This is an optimization exercise on Yosys and OpenROAD, whose aim is small area, not a production implementation. Only simulation tests tie the RTL to the original design; equivalence was not proved. The flow treats the clock pin as an ideal source, which a real chip does not have. Power is estimated from default activity; no workload was simulated.

==> flow/design.v <==
`timescale 1ns / 1ps
module Top(CLK, RST, BUTTON_U, BUTTON_L, BUTTON_R, BUTTON_D, RESET_10, RESET_205, an, sseg, dp, LED);
input CLK, RST, BUTTON_U, BUTTON_L, BUTTON_R, BUTTON_D, RESET_10, RESET_205;
output [3:0] an;
output [6:0] sseg;
output dp;
output reg LED;
localparam [3:0] J0 = 4'b0000, J1 = 4'b0001, J2 = 4'b0011, J5 = 4'b1000, J9 = 4'b1100;
function [2:0] li; input [2:0] l; li = {l[1:0], ~(l[2] | l[1])}; endfunction     
function [2:0] ld; input [2:0] l; ld = {~(l[0] | l[1]), l[2:1]}; endfunction     
function wu; input [3:0] x; wu = x[2] & ~x[1]; endfunction                      
function wd; input [3:0] x; wd = ~x[2] & ~x[0]; endfunction                     
function [3:0] dm; input [3:0] x; dm = {x[3] ^ wd(x), ld(x[2:0])}; endfunction              
function [3:0] p1; input [3:0] x; p1 = {x[3] ^ wu(x), li(x[2:0])}; endfunction              
function [3:0] p2; input [3:0] x; p2 = {x[3] ^ x[2], li(li(x[2:0]))}; endfunction           
function [3:0] p5; input [3:0] x; p5 = {~x[3], x[2:0]}; endfunction                         
function [3:0] p6; input [3:0] x; p6 = {~(x[3] ^ wu(x)), li(x[2:0])}; endfunction           
function [3:0] p8; input [3:0] x; p8 = {x[3] ^ (~x[2] & ~x[1]), ld(ld(x[2:0]))}; endfunction  
function isz; input [3:0] x; isz = ~x[3] & wd(x); endfunction
function is9; input [3:0] x; is9 = x[3] & wu(x); endfunction
function ge2; input [3:0] x; ge2 = x[3] | x[2] | x[1]; endfunction
function ge4; input [3:0] x; ge4 = x[3] | wu(x); endfunction
function ge8; input [3:0] x; ge8 = x[3] & x[2]; endfunction
function lt2; input [3:0] x; lt2 = ~x[3] & ~x[2] & ~x[1]; endfunction
function [6:0] seg; input [3:0] x;
    begin
        seg[0] = (~x[1] & ~x[2] & ~x[3]) | (x[1] & ~x[2] & x[3]);
        seg[1] = (x[0] & ~x[3]) | (x[1] & ~x[3]) | (x[1] & ~x[2]);
        seg[2] = (x[0] & ~x[1] & ~x[3]) | (x[2] & ~x[3]) | (~x[0] & ~x[1] & x[3]) | (x[1] & ~x[2] & x[3]);
        seg[3] = (x[0] & ~x[1] & ~x[3]) | (~x[1] & x[2] & ~x[3]) | (x[1] & ~x[2] & x[3]);
        seg[4] = (x[1] & ~x[2] & ~x[3]);
        seg[5] = (~x[1] & ~x[2] & x[3]);
        seg[6] = (x[0] & ~x[1] & ~x[3]) | (~x[1] & x[2] & ~x[3]);
    end
endfunction
reg [4:0] u;    
reg [4:0] v;    
wire vfb  = (~v[2] & ~v[3] & ~v[4]) | (v[0] & v[1] & ~v[3] & ~v[4]) | (v[3] & v[4]) | (~v[0] & ~v[1] & v[4]);
wire v5   = v[0] & ~v[1] & (~v[2] | v[4]);         
wire v0   = ~v[1] & ~v[2] & ~v[3] & ~v[4];         
wire v1   = v[0] & v[1] & ~v[2] & ~v[4];           
wire samp = u[0] & v5;
wire tick = (u[2:0] == 3'd1) & v1;
wire madv = (u[1:0] == 2'd2) & v0;
reg [3:0] f1;               
reg [2:0] pend, sel;
wire [3:0] r = {BUTTON_U, BUTTON_L, BUTTON_R, BUTTON_D} & ~f1;
wire pu = sel[2];
wire pl = sel[1] & ~sel[0];
wire pr = ~sel[1] & sel[0];
wire pd = sel[1] & sel[0];
reg [3:0] d0, d1, d2, d3;
reg [1:0] m;
wire z0 = isz(d0), z1 = isz(d1), z2 = isz(d2), z3 = isz(d3);
wire zero = z0 & z1 & z2 & z3;
wire c1 = pu & is9(d1) | pl & ge2(d1) | pd & d1[3];
wire h1 = pu & c1 | pl & ~c1;
wire h2 = pl & c1 | pr;
wire h5 = pd & ~c1;
wire h6 = pd & c1;
wire c2 = h1 & is9(d2) | h2 & ge8(d2) | h5 & d2[3] | h6 & ge4(d2);
wire sat = c2 & is9(d3);
wire ld10 = ~tick & RESET_10;                 
wire ld205 = ~tick & ~RESET_10 & RESET_205;   
wire dec0 = tick & ~RESET_10 & ~RESET_205 & ~zero;
wire dec1 = dec0 & z0, dec2 = dec1 & z1, dec3 = dec2 & z2;
wire nold = ~RST & ~ld10 & ~ld205;             
wire s9 = nold & sat;                           
wire add = nold & ~sat;                         
wire k0 = nold & ~sat & ~dec0;
wire e0 = ~RST & dec0;
wire k1 = nold & ~sat & ~dec1 & ~pu & ~pl & ~pd;
wire e1 = ~RST & dec1;
wire u1 = add & pu, l1 = add & pl, q1 = add & pd;
wire k2 = nold & ~sat & ~dec2 & ~h1 & ~h2 & ~h5 & ~h6;
wire e2 = ~RST & dec2;
wire g1 = add & h1, g2 = add & h2, g5 = add & h5, g6 = add & h6;
wire k3 = nold & ~sat & ~dec3 & ~c2;
wire e3 = ~RST & dec3;
wire g3 = add & c2;
wire r10 = ~RST & ld10, r205 = ~RST & ld205;
always @(posedge CLK) begin
    if (RST) begin
        u <= 5'd4; v <= 5'd1; f1 <= 0; pend <= 0; sel <= 0; LED <= 0; m <= 0;
    end else begin
        u <= u + 1'b1;
        v <= {v[3:0], vfb};
        if (samp) begin
            f1 <= {BUTTON_U, BUTTON_L, BUTTON_R, BUTTON_D};
            pend <= {r[3], ~r[3] & (r[2] | ~r[1] & r[0]), ~r[3] & ~r[2] & (r[1] | r[0])};
        end
        sel <= samp ? pend : 3'b000;
        if (madv) m <= m + 1'b1;
        if (RESET_10 | RESET_205) LED <= 1;
    end
    d0 <= {4{k0}} & d0 | {4{e0}} & dm(d0) | {4{r205}} & J5 | {4{s9}} & J9;
    d1 <= {4{k1}} & d1 | {4{e1}} & dm(d1) | {4{u1}} & p1(d1) | {4{l1}} & p8(d1) | {4{q1}} & p5(d1) | {4{r10}} & J1 | {4{s9}} & J9;
    d2 <= {4{k2}} & d2 | {4{e2}} & dm(d2) | {4{g1}} & p1(d2) | {4{g2}} & p2(d2) | {4{g5}} & p5(d2) | {4{g6}} & p6(d2) | {4{r205}} & J2 | {4{s9}} & J9;
    d3 <= {4{k3}} & d3 | {4{e3}} & dm(d3) | {4{g3}} & p1(d3) | {4{s9}} & J9;
end
wire lt200 = z3 & lt2(d2);
wire blank = zero ? m[0] : (lt200 & m[1]);
wire [1:0] k = u[4:3];
reg [3:0] dig;
always @(*) begin
    case (k)
        2'd0: dig = d0;
        2'd1: dig = d1;
        2'd2: dig = d2;
        default: dig = d3;
    endcase
end
assign sseg = blank ? 7'b1111111 : seg(dig);
assign an = ~(4'b0001 << k);
assign dp = 1'b1;
endmodule
==> flow/flow/run.sh <==
#!/bin/bash
# Own layout flow: the standard flow (standard.sh) with these changes:
#  - synthesis is synth_recipe.tcl with Yosys's extract_fa pass skipped and ABC mapping with the
#    script flow/abc_area.script (two rounds of ABC's &deepsyn AIG optimisation for a fixed time,
#    each followed by area-oriented mapping with &nf); registers and their names are unchanged;
#  - the port buffers are sky130_fd_sc_hd__buf_1 cells;
#  - CTS without dummy loads, then flow/post_cts.tcl downsizes clock buffers while the
#    estimated clock slew at the flip-flops stays small.
# Logs: make's output in flow_standard.log, each ORFS step's in orfs/logs/.
set -euo pipefail
W=$(pwd)
{
  head -n 1 synth_recipe.tcl
  echo 'proc extract_fa {args} {}'
  echo "proc abc {args} { set i [lsearch -exact \$args -script]; if {\$i >= 0} { lset args [expr {\$i + 1}] $W/flow/abc_area.script }; yosys abc {*}\$args }"
  tail -n +2 synth_recipe.tcl
} > flow_synth.tcl
sed "s#$W/synth_recipe.tcl#$W/flow_synth.tcl#g" standard.sh > flow_standard.sh
grep -q flow_synth.tcl flow_standard.sh
export BUFFER_PORTS_ARGS="-buffer_cell sky130_fd_sc_hd__buf_1"
export CTS_ARGS="-sink_clustering_enable -repair_clock_nets -sink_clustering_size 50 -sink_clustering_max_diameter 500 -buf_list sky130_fd_sc_hd__clkbuf_8 -dont_use_dummy_load"
export POST_CTS_TCL=$W/flow/post_cts.tcl
bash flow_standard.sh > flow_standard.log 2>&1
==> flow/flow/abc_area.script <==
strash
&get -n
&deepsyn -S 7 -T 150
&dch -f
&nf -R 1000
&put
strash
&get -n
&deepsyn -S 3 -T 150
&dch -f
&nf -R 1000
&put
topo
==> flow/flow/post_cts.tcl <==
# Post-CTS: downsize each clock buffer that TritonCTS inserted to the smallest
# clkbuf whose estimated clock slew at every flip-flop stays under 0.10 ns.
proc my_worst_clk_slew {} {
  estimate_parasitics -placement
  set w 0.0
  foreach pin [get_pins -hierarchical */CLK] {
    set s [get_property $pin slew_max]
    if { $s > $w } { set w $s }
  }
  return $w
}
set target 0.10
set db [ord::get_db]
set block [ord::get_db_block]
set sizes {sky130_fd_sc_hd__clkbuf_1 sky130_fd_sc_hd__clkbuf_2 sky130_fd_sc_hd__clkbuf_4 sky130_fd_sc_hd__clkbuf_8 sky130_fd_sc_hd__clkbuf_16}
set bufs {}
foreach inst [$block getInsts] {
  if { [string match "sky130_fd_sc_hd__clkbuf_*" [[$inst getMaster] getName]] && [string match "clkbuf_*" [$inst getName]] } {
    lappend bufs $inst
  }
}
puts "clock buffer sizing: start worst slew [my_worst_clk_slew]"
foreach inst $bufs {
  set orig [[$inst getMaster] getName]
  foreach m $sizes {
    if { $m eq $orig } { break }
    $inst swapMaster [$db findMaster $m]
    if { [my_worst_clk_slew] <= $target } { break }
    $inst swapMaster [$db findMaster $orig]
  }
  puts "clock buffer sizing: [$inst getName] $orig -> [[$inst getMaster] getName]"
}
puts "clock buffer sizing: end worst slew [my_worst_clk_slew]"
detailed_placement
check_placement
==> flow/standard.sh <==
#!/bin/bash
# synth_recipe.tcl (not shown) runs the flow's synth.tcl, then flattens the netlist and writes it again
# the make line also repeats each setting of config.mk as NAME=value (left out here)
make -C /OpenROAD-flow-scripts/flow DESIGN_CONFIG=/design/flow/config.mk WORK_HOME=/design/flow/orfs CLKGATE_MAP_FILE= SYNTH_SCRIPT=/design/flow/synth_recipe.tcl "${@:-finish}"
==> flow/config.mk <==
export PLATFORM = sky130hd
export DESIGN_NAME = Top
export DESIGN_NICKNAME = Top
export VERILOG_FILES = /design/flow/design.v
export SDC_FILE = /design/flow/constraint.sdc
export NUM_CORES = 4
export LEC_CHECK = 0
export ABC_AREA = 1
export CAP_MARGIN = 20
export CORE_AREA = 2.3 2.72 59.34 58.48
export DIE_AREA = 0 0 61.5 61.5
export PLACE_DENSITY = 0.8
export SLEW_MARGIN = 20
==> flow/constraint.sdc <==
create_clock -name core_clock -period 15.0 [get_ports {CLK}]
set_input_delay 3.0000 -clock core_clock [delete_from_list [all_inputs] [get_ports {CLK}]]
set_output_delay 3.0000 -clock core_clock [all_outputs]
set_load 0.01 [all_outputs]
==> out/qor.csv, run 1 <==
stage,metric,value,unit
status,status,"complete, no violations",
yosys,synth_cell_type_count,39,
critical_path,timing.rr.start,d1[2]$_DFF_P_,
critical_path,crit_path_max_incr_delay,570,ps
finish,area_growth,8.96,%
floorplanning,fp.dieH,61.5,um
critical_path,critical_path_class,reg2out,
finish,drive_above_1_share,0.0153,
finish,fin_nets,271,
critical_path,rr_endpoint,d0[0]$_DFF_P_,
placed_design,dp_cells,300,
sta,drv_slew,0,
global_routing,first_global_vias,1630,
finish,utilization,0.672,
power_and_ir_drop,power,0.182,mW
yosys,synthFlopType,dfxtp_1,
sta,slew_headroom,0.480,
critical_path,cp.required,12000,ps
yosys,yosysWarnings,1,
clocking,clk_pin_slew,90,ps
floorplanning,die_area,3780,um^2
hold_path,holdPathStages,1,
yosys,async_reset_ff_frac,0,
floorplanning,dieWidth,61.5,um
sta,skew,28.9,ps
drt,first_pass_iters,4,
critical_path,cp-start-kind,flip-flop,
critical_path,ff2ff_setup_slack,11490,ps
hold_path,worstHoldStart,pend[0]$_SDFFE_PP0P_,
global_routing,grt_usage,0.251,
critical_path,cp_slowest_cell,or4_1,
sta,grt_setup_unrepaired,false,
critical_path,crit_family,simple AND/OR/NAND/NOR gates,
flow_run,drv_cap,0,
critical_path,crit_top_cell,nor4_1,
global_routing,grt_max_degree,18,
hold_path,hp-class,reg2reg,
floorplanning,start_util,0.617,
drt,drc,0,
global_routing,busiest_layer,met2,
floorplanning,io_pins,21,
finish,diodes,0,
finish,fin_cells,305,
drt,via_count,1866,
critical_path,path_cells,or4_1 -> nor4_1 -> nor4_1 -> a21oi_1 -> o21a_1 -> o21ai_0 -> buf_1,
global_routing,grt_first_pass_wirelength,7.07,mm
drt,routedWlPerCell,14.0,um
global_routing,grt_antenna_before_repair,0,
sta,hold_viol,0,
drt,routed_wl,4.27,mm
sta,worst_hold_slack,471,ps
drt,ant_nets,0,
clocking,cts.sinks,39,
placed_design,place_congestion,0.849,
power_and_ir_drop,leakage,0.769,nW
yosys,synth.avg_cell_area,8.04,um^2
critical_path,crit_buf_inv,1,
sta,finalSetupTns,0,ps
placed_design,port_buffers,19,
yosys,syn-num-nets,246,
clocking,clk_latency,490,ps
global_routing,gr-total-overflow,0,
global_routing,use_met2,0.406,
critical_path,critPathMaxFanout,6,
placed_design,hpwl,3.07,mm
clocking,cts_tree,done,
floorplanning,rows,20,
power_and_ir_drop,ir_worst_vdd,0.0699,mV
yosys,netlist_instances,238,
sta,fmax,176,MHz
power_and_ir_drop,power_density,87.4,nW/um^2
sta,min_period,5690,ps
drt,vias_per_cell,6.12,
drt,drt_iter0_drc,190,
floorplanning,core_area,3100,um^2
sta,post-route-period-util,0.379,
sta,setup_violations,0,
yosys,syn_area,1910,um^2
yosys,ys_seq_area_frac,0.408,
critical_path,critPathCaptureType,primary output,
global_routing,met1_usage,0.324,
sta,tightest_slew,779,ps
hold_path,holdPathEnd,sel[0]$_SDFF_PP0_,
critical_path,worst_ep_arrival_time,2690,ps
global_routing,grt_util_met3,0.0504,
yosys,synth_edf_count,0,
yosys,synth-seq-cells,39,
critical_path,ff2ff_path_depth,16,
placed cells by master, fill, tap and decap left out, types with 2 or more instances in the layout:
cell / n
o22ai_1: 2
a21oi_1: 25
a22oi_1: 3
clkinv_1: 7
a221oi_1: 3
and2_0: 4
o21ai_0: 16
a31oi_1: 2
nand3_1: 7
nand2b_1: 6
o21bai_1: 3
nor4_1: 3
nand2_1: 23
o21a_1: 3
and3_1: 6
nor2b_1: 11
a222oi_1: 3
nor3_1: 14
a22o_1: 10
o31ai_1: 3
nor2_1: 23
buf_1: 19
or2_0: 2
clkbuf_8: 3
or3_1: 3
xor2_1: 2
a221o_1: 2
dfxtp_1: 39
layer usage:
metal	vias to the layer above	routed length [um]
li1	934	-
met3	6	171
met4	0	41
met1	863	1930
met2	63	2130
met5	-	0
power by group:
part,switching (mW),internal (mW),leakage (nW)
Clock,0.0317,0.0216,0.0274
Combinational,0.0111,0.00735,0.424
Sequential,0.00357,0.107,0.318
flip-flops by register name, indices dropped and copies added (netlist names), 2 cells and up:
signal and count:
d0 4, d3 4, d1 4, d2 4, sel 3, f1 4, m 2, v 5
pend 3, u 5
Yosys cell counts, types with 3 or more instances:
master     n  share of area
and3_1     6          0.020
nor2b_1   11          0.036
o31ai_1    3          0.012
clkinv_1   7          0.014
nand2_1   23          0.045
a21oi_1   25          0.065
nor3_1    14          0.037
o21a_1     3          0.012
and2_0     4          0.013
a222oi_1   3          0.016
o21bai_1   3          0.012
a22o_1    10          0.046
nor4_1     3         0.0098
o21ai_0   16          0.042
a221oi_1   3          0.014
nor2_1    23          0.045
nand2b_1   6          0.020
dfxtp_1   39           0.41
nand3_1    7          0.018
or3_1      3         0.0098
a22oi_1    3          0.012
stage by stage:
step           setup slack [ps]  cell area, um^2
3_5_place_dp               9850             2030
2_1_floorplan             10090             1910
6_report                   9310             2080
5_1_grt                    9030             2080
3_3_place_gp               9890             2030
how the worst max path moves through the flow:
stage,from,to,slack [ps],cells past startpoint
global route,d0[0]$_DFF_P_,sseg[1],9030,8
finish,d3[2]$_DFF_P_,sseg[0],9310,7
floorplan,d3[2]$_DFF_P_,sseg[0],10090,6
global placement,d3[2]$_DFF_P_,sseg[1],9890,7
detailed placement,d3[2]$_DFF_P_,sseg[1],9850,7
cell families (layout without fill, tap and decap cells):
kind of cell | Yosys count | after routing | share of synthesized area
XOR/XNOR | 3 | 3 | 0.0137
flip-flops | 39 | 39 | 0.408
AO/OA/AOI/OAI | 81 | 81 | 0.281
AND/OR/NAND/NOR | 106 | 106 | 0.278
buffers and inverters | 8 | 31 | 0.0177
other | 1 | 1 | 0.00196
layout make-up:
type | instances | area [um^2]
Fill cell | 283 | 1020
Clock buffer | 5 | 52.6
Tap cell | 44 | 55.1
Timing Repair Buffer | 19 | 71.3
Sequential cell | 39 | 781
Multi-Input combinational cell | 191 | 1100
Inverter | 7 | 26.3
==> run 2, diff against run 1 <==
--- a/flow/design.v
+++ b/flow/design.v
@@ -34,6 +34,9 @@
     end
 endfunction
-reg [4:0] u;    
-reg [4:0] v;    
+localparam [4:0] M_u = 5'b01000, M_v = 5'b01000;
+localparam [2:0] M_sel = 3'b100;
+localparam [3:0] M_d0 = 4'b1000;
+reg [4:0] u_s; wire [4:0] u = u_s ^ M_u;    
+reg [4:0] v_s; wire [4:0] v = v_s ^ M_v;    
 wire vfb  = (~v[2] & ~v[3] & ~v[4]) | (v[0] & v[1] & ~v[3] & ~v[4]) | (v[3] & v[4]) | (~v[0] & ~v[1] & v[4]);
 wire v5   = v[0] & ~v[1] & (~v[2] | v[4]);         
@@ -44,5 +47,5 @@
 wire madv = (u[1:0] == 2'd2) & v0;
 reg [3:0] f1;               
-reg [2:0] pend, sel;
+reg [2:0] pend, sel_s; wire [2:0] sel = sel_s ^ M_sel;
 wire [3:0] r = {BUTTON_U, BUTTON_L, BUTTON_R, BUTTON_D} & ~f1;
 wire pu = sel[2];
@@ -50,5 +53,5 @@
 wire pr = ~sel[1] & sel[0];
 wire pd = sel[1] & sel[0];
-reg [3:0] d0, d1, d2, d3;
+reg [3:0] d0_s, d1, d2, d3; wire [3:0] d0 = d0_s ^ M_d0;
 reg [1:0] m;
 wire z0 = isz(d0), z1 = isz(d1), z2 = isz(d2), z3 = isz(d3);
@@ -82,17 +85,17 @@
 always @(posedge CLK) begin
     if (RST) begin
-        u <= 5'd4; v <= 5'd1; f1 <= 0; pend <= 0; sel <= 0; LED <= 0; m <= 0;
+        u_s <= (5'd4) ^ M_u; v_s <= (5'd1) ^ M_v; f1 <= 0; pend <= 0; sel_s <= (0) ^ M_sel; LED <= 0; m <= 0;
     end else begin
-        u <= u + 1'b1;
-        v <= {v[3:0], vfb};
+        u_s <= (u + 1'b1) ^ M_u;
+        v_s <= ({v[3:0], vfb}) ^ M_v;
         if (samp) begin
             f1 <= {BUTTON_U, BUTTON_L, BUTTON_R, BUTTON_D};
             pend <= {r[3], ~r[3] & (r[2] | ~r[1] & r[0]), ~r[3] & ~r[2] & (r[1] | r[0])};
         end
-        sel <= samp ? pend : 3'b000;
+        sel_s <= (samp ? pend : 3'b000) ^ M_sel;
         if (madv) m <= m + 1'b1;
         if (RESET_10 | RESET_205) LED <= 1;
     end
-    d0 <= {4{k0}} & d0 | {4{e0}} & dm(d0) | {4{r205}} & J5 | {4{s9}} & J9;
+    d0_s <= ({4{k0}} & d0 | {4{e0}} & dm(d0) | {4{r205}} & J5 | {4{s9}} & J9) ^ M_d0;
     d1 <= {4{k1}} & d1 | {4{e1}} & dm(d1) | {4{u1}} & p1(d1) | {4{l1}} & p8(d1) | {4{q1}} & p5(d1) | {4{r10}} & J1 | {4{s9}} & J9;
     d2 <= {4{k2}} & d2 | {4{e2}} & dm(d2) | {4{g1}} & p1(d2) | {4{g2}} & p2(d2) | {4{g5}} & p5(d2) | {4{g6}} & p6(d2) | {4{r205}} & J2 | {4{s9}} & J9;
==> out/qor.csv, run 2 <==
stage,metric,value,unit,change
drt,routed_wl,4.33,mm,+1.4%
finish,reg_top3,"u_s: 5 flops, v_s: 5 flops",,
yosys,synth_simple_gate_area_frac,0.288,,+0.0103
yosys,synth_xor_area_frac,0,,-0.0137
sta,skew,22.6,ps,-6.37 ps
yosys,async_reset_ff_frac,0,,unchanged
global_routing,gr-total-overflow,0,,unchanged
critical_path,critPathMaxFanout,9,,+3
clocking,clk_latency,520,ps,+30 ps
drt,vias_per_cell,6.12,,about the same
sta,setup_violations,0,,unchanged
finish,layout_commonest_cell,dfxtp_1,,
floorplanning,rows,20,,unchanged
finish,diodes,0,,unchanged
yosys,synth_top_cell_area_share,0.403,,-0.00475
hold_path,hp-class,reg2reg,,
placed_design,place_area,2060,um^2,+1.5%
floorplanning,start_util,0.624,,+0.00726
placed_design,pre_cts_slack,9790,ps,-56.5 ps
sta,post-route-period-util,0.383,,+0.00346
clocking,clk_pin_slew,80,ps,about the same
sta,worst_hold_slack,418,ps,-52.1 ps
critical_path,cp.required,12000,ps,about the same
yosys,syn-num-nets,252,,+2.4%
flow_run,drv_cap,0,,unchanged
drt,first_pass_iters,4,,unchanged
sta,hold_viol,0,,unchanged
sta,layout_setup_ws,9260,ps,-51.9 ps
yosys,synthAdderAreaFrac,0,,unchanged
power_and_ir_drop,power,0.183,mW,+0.15%
sta,fmax,174,MHz,-0.90%
sta,drv_slew,0,,unchanged
sta,slew_headroom,0.397,,-0.0825
finish,fin_cells,312,,+2.3%
yosys,synth_compound_area_frac,0.273,,-0.00714
drt,routedWlPerCell,13.9,um,-0.89%
status,status,"complete, no violations",,
drt,drt_iter0_drc,128,,-33%
sta,grt_setup_unrepaired,false,,
global_routing,grt_antenna_before_repair,0,,unchanged
sta,min_period,5740,ps,+51.9 ps
yosys,yosysWarnings,1,,unchanged
yosys,ys_seq_area_frac,0.403,,-0.00475
floorplanning,die_area,3780,um^2,unchanged
power_and_ir_drop,leakage,0.786,nW,+2.3%
finish,fillers,298,,+5.3%
yosys,muxShareOfSynthArea,0.0116,,+0.0116
placed_design,port_buffers,19,,unchanged
finish,final_cell_mix,"dfxtp_1 (39), nor2_1 (27), nand2_1 (26)",,
finish,area_growth,9.24,%,
yosys,synth.avg_cell_area,7.93,um^2,-1.3%
finish,drive_above_1_share,0.0224,,+0.00706
global_routing,grt_usage,0.238,,-0.0128
yosys,synthFlopType,dfxtp_1,,
yosys,synth_edf_count,0,,unchanged
yosys,netlist_instances,244,,+2.5%
power_and_ir_drop,ir_worst_vdd,0.0826,mV,+18%
clocking,cts_tree,done,,
floorplanning,dieWidth,61.5,um,unchanged
floorplanning,fp.dieH,61.5,um,unchanged
yosys,synth_top_family_by_area,simple AND/OR/NAND/NOR gates,,
sta,tightest_slew,882,ps,+103 ps
critical_path,worst_ep_arrival_time,2740,ps,+50 ps
critical_path,critPathCaptureType,primary output,,
placed_design,place_congestion,0.875,,+3.0%
finish,postLayoutCellArea,2110,um^2,+1.4%
power_and_ir_drop,power_density,86.3,nW/um^2,-1.3%
drt,via_count,1909,,+2.3%
yosys,synthTopCellsByCount,"dfxtp_1 (39), nor2_1 (27), nand2_1 (26), o21ai_0 (21), a21oi_1 (18)",,
floorplanning,core_area,3100,um^2,unchanged
yosys,synth.most_common_cell,dfxtp_1,,
yosys,synth_cell_type_count,41,,+5.1%
drt,drc,0,,unchanged
yosys,synth-seq-cells,39,,unchanged
global_routing,first_global_vias,1514,,-7.1%
critical_path,critical_path_class,reg2out,,
sta,finalSetupTns,0,ps,unchanged
drt,ant_nets,0,,unchanged
yosys,synth_area_leaders,"dfxtp_1 (40%), o21ai_0 (5.4%), nor2_1 (5.2%)",,
global_routing,grt_max_degree,20,,+2
yosys,syn_area,1940,um^2,+1.2%
global_routing,grt_first_pass_wirelength,6.60,mm,-6.5%
finish,fin_nets,278,,+2.6%
yosys,synth.largest_area_cell,dfxtp_1,,
placed_design,dp_cells,307,,+2.3%
clocking,cts.sinks,39,,unchanged
placed_design,hpwl,3.17,mm,+3.3%
finish,utilization,0.681,,+0.00968
floorplanning,io_pins,21,,unchanged
critical_path,cp-start-kind,flip-flop,,
## run 2: changes by cell type after synthesis, sizes merged, moves of 3 or more
cell    previous run  this run
nand2b             6        10
a211oi             0         3
a21oi             25        18
a222oi             3         0
o21ai             16        21
a21o               0         3
or3                3         0
nand2             23        26
nor2              23        27
## run 2: per-layer routing
layer  track usage  up-vias  part of all wire  routed length (um)
li1              -      959                 -                   -
met1         0.312      888              0.45                1970
met2         0.386       58              0.47                2050
met3        0.0504        4             0.059                 256
met4        0.0851        0             0.013                  58
met5             0        -                 0                   0
## run 2: critical path, stage by stage (launching register included)
cell and delay (ps):
dfxtp_1 480, nor2b_1 140, clkinv_1 90, nor2_1 40, nor3_1 320, clkinv_1 180, nand2_1 100, or2_0 140
nand2_1 80, a21o_1 160, o21ai_0 220, a31o_1 140, buf_1 150
## run 2: path summary, 6_finish.rpt
kind	slack [ps]	end	start	cells past startpoint
max	9260	sseg[3]	u_s[3]$_SDFF_PP1_	12
min	420	sel_s[2]$_SDFF_PP1_	pend[2]$_SDFFE_PP0P_	1
max reg2reg	11670	d2[2]$_DFF_P_	d1[2]$_DFF_P_	12
min reg2reg	420	sel_s[2]$_SDFF_PP1_	pend[2]$_SDFFE_PP0P_	1
## run 2: power breakdown
group          leakage (nW)  switching (mW)  internal [mW]  total [mW]
Clock                0.0274          0.0321         0.0216      0.0537
Sequential            0.318         0.00393          0.107       0.111
Combinational         0.441          0.0107        0.00728      0.0179
Total                 0.786          0.0467          0.136       0.183
## run 2: logic make-up after synthesis
logic type,Yosys count
AO/OA/AOI/OAI,80
multiplexers,1
other,1
buffers and inverters,10
AND/OR/NAND/NOR,113
flip-flops,39
## run 2: final cells by class
cell class / count / area, um^2 / area share
multi-input combinational: 195 / 1110 / 0.527
sequential: 39 / 781 / 0.369
timing repair buffer: 20 / 78.8 / 0.0373
tap: 44 / 55.1 / 0.0260
clock buffer: 5 / 52.6 / 0.0249
inverter: 9 / 33.8 / 0.0160

==> static timing again, ports no longer ideal <==
The results above use ideal ports. As a check the final layouts listed here were re-extracted and re-timed, cells and wires unchanged. Step 1 assumes that a clkbuf_16 drives the clock port and a buf_2 every other input. Step 2 times the ports against the registers' clock, not the clock port: input delays grow and output delays shrink by t, the midpoint of the rising clock arrivals with the driver on. a / b / c = no drivers / after step 1 / after step 2; a / b = the first two.
run	t, ns	setup slack, ns	slew at the worst register clock pin (ns)
run 1	0.496	9.314 / 9.294 / 9.790	0.09 / 0.09
run 2	0.531	9.262 / 9.238 / 9.761	0.08 / 0.08
After both steps every run listed still meets setup and hold.
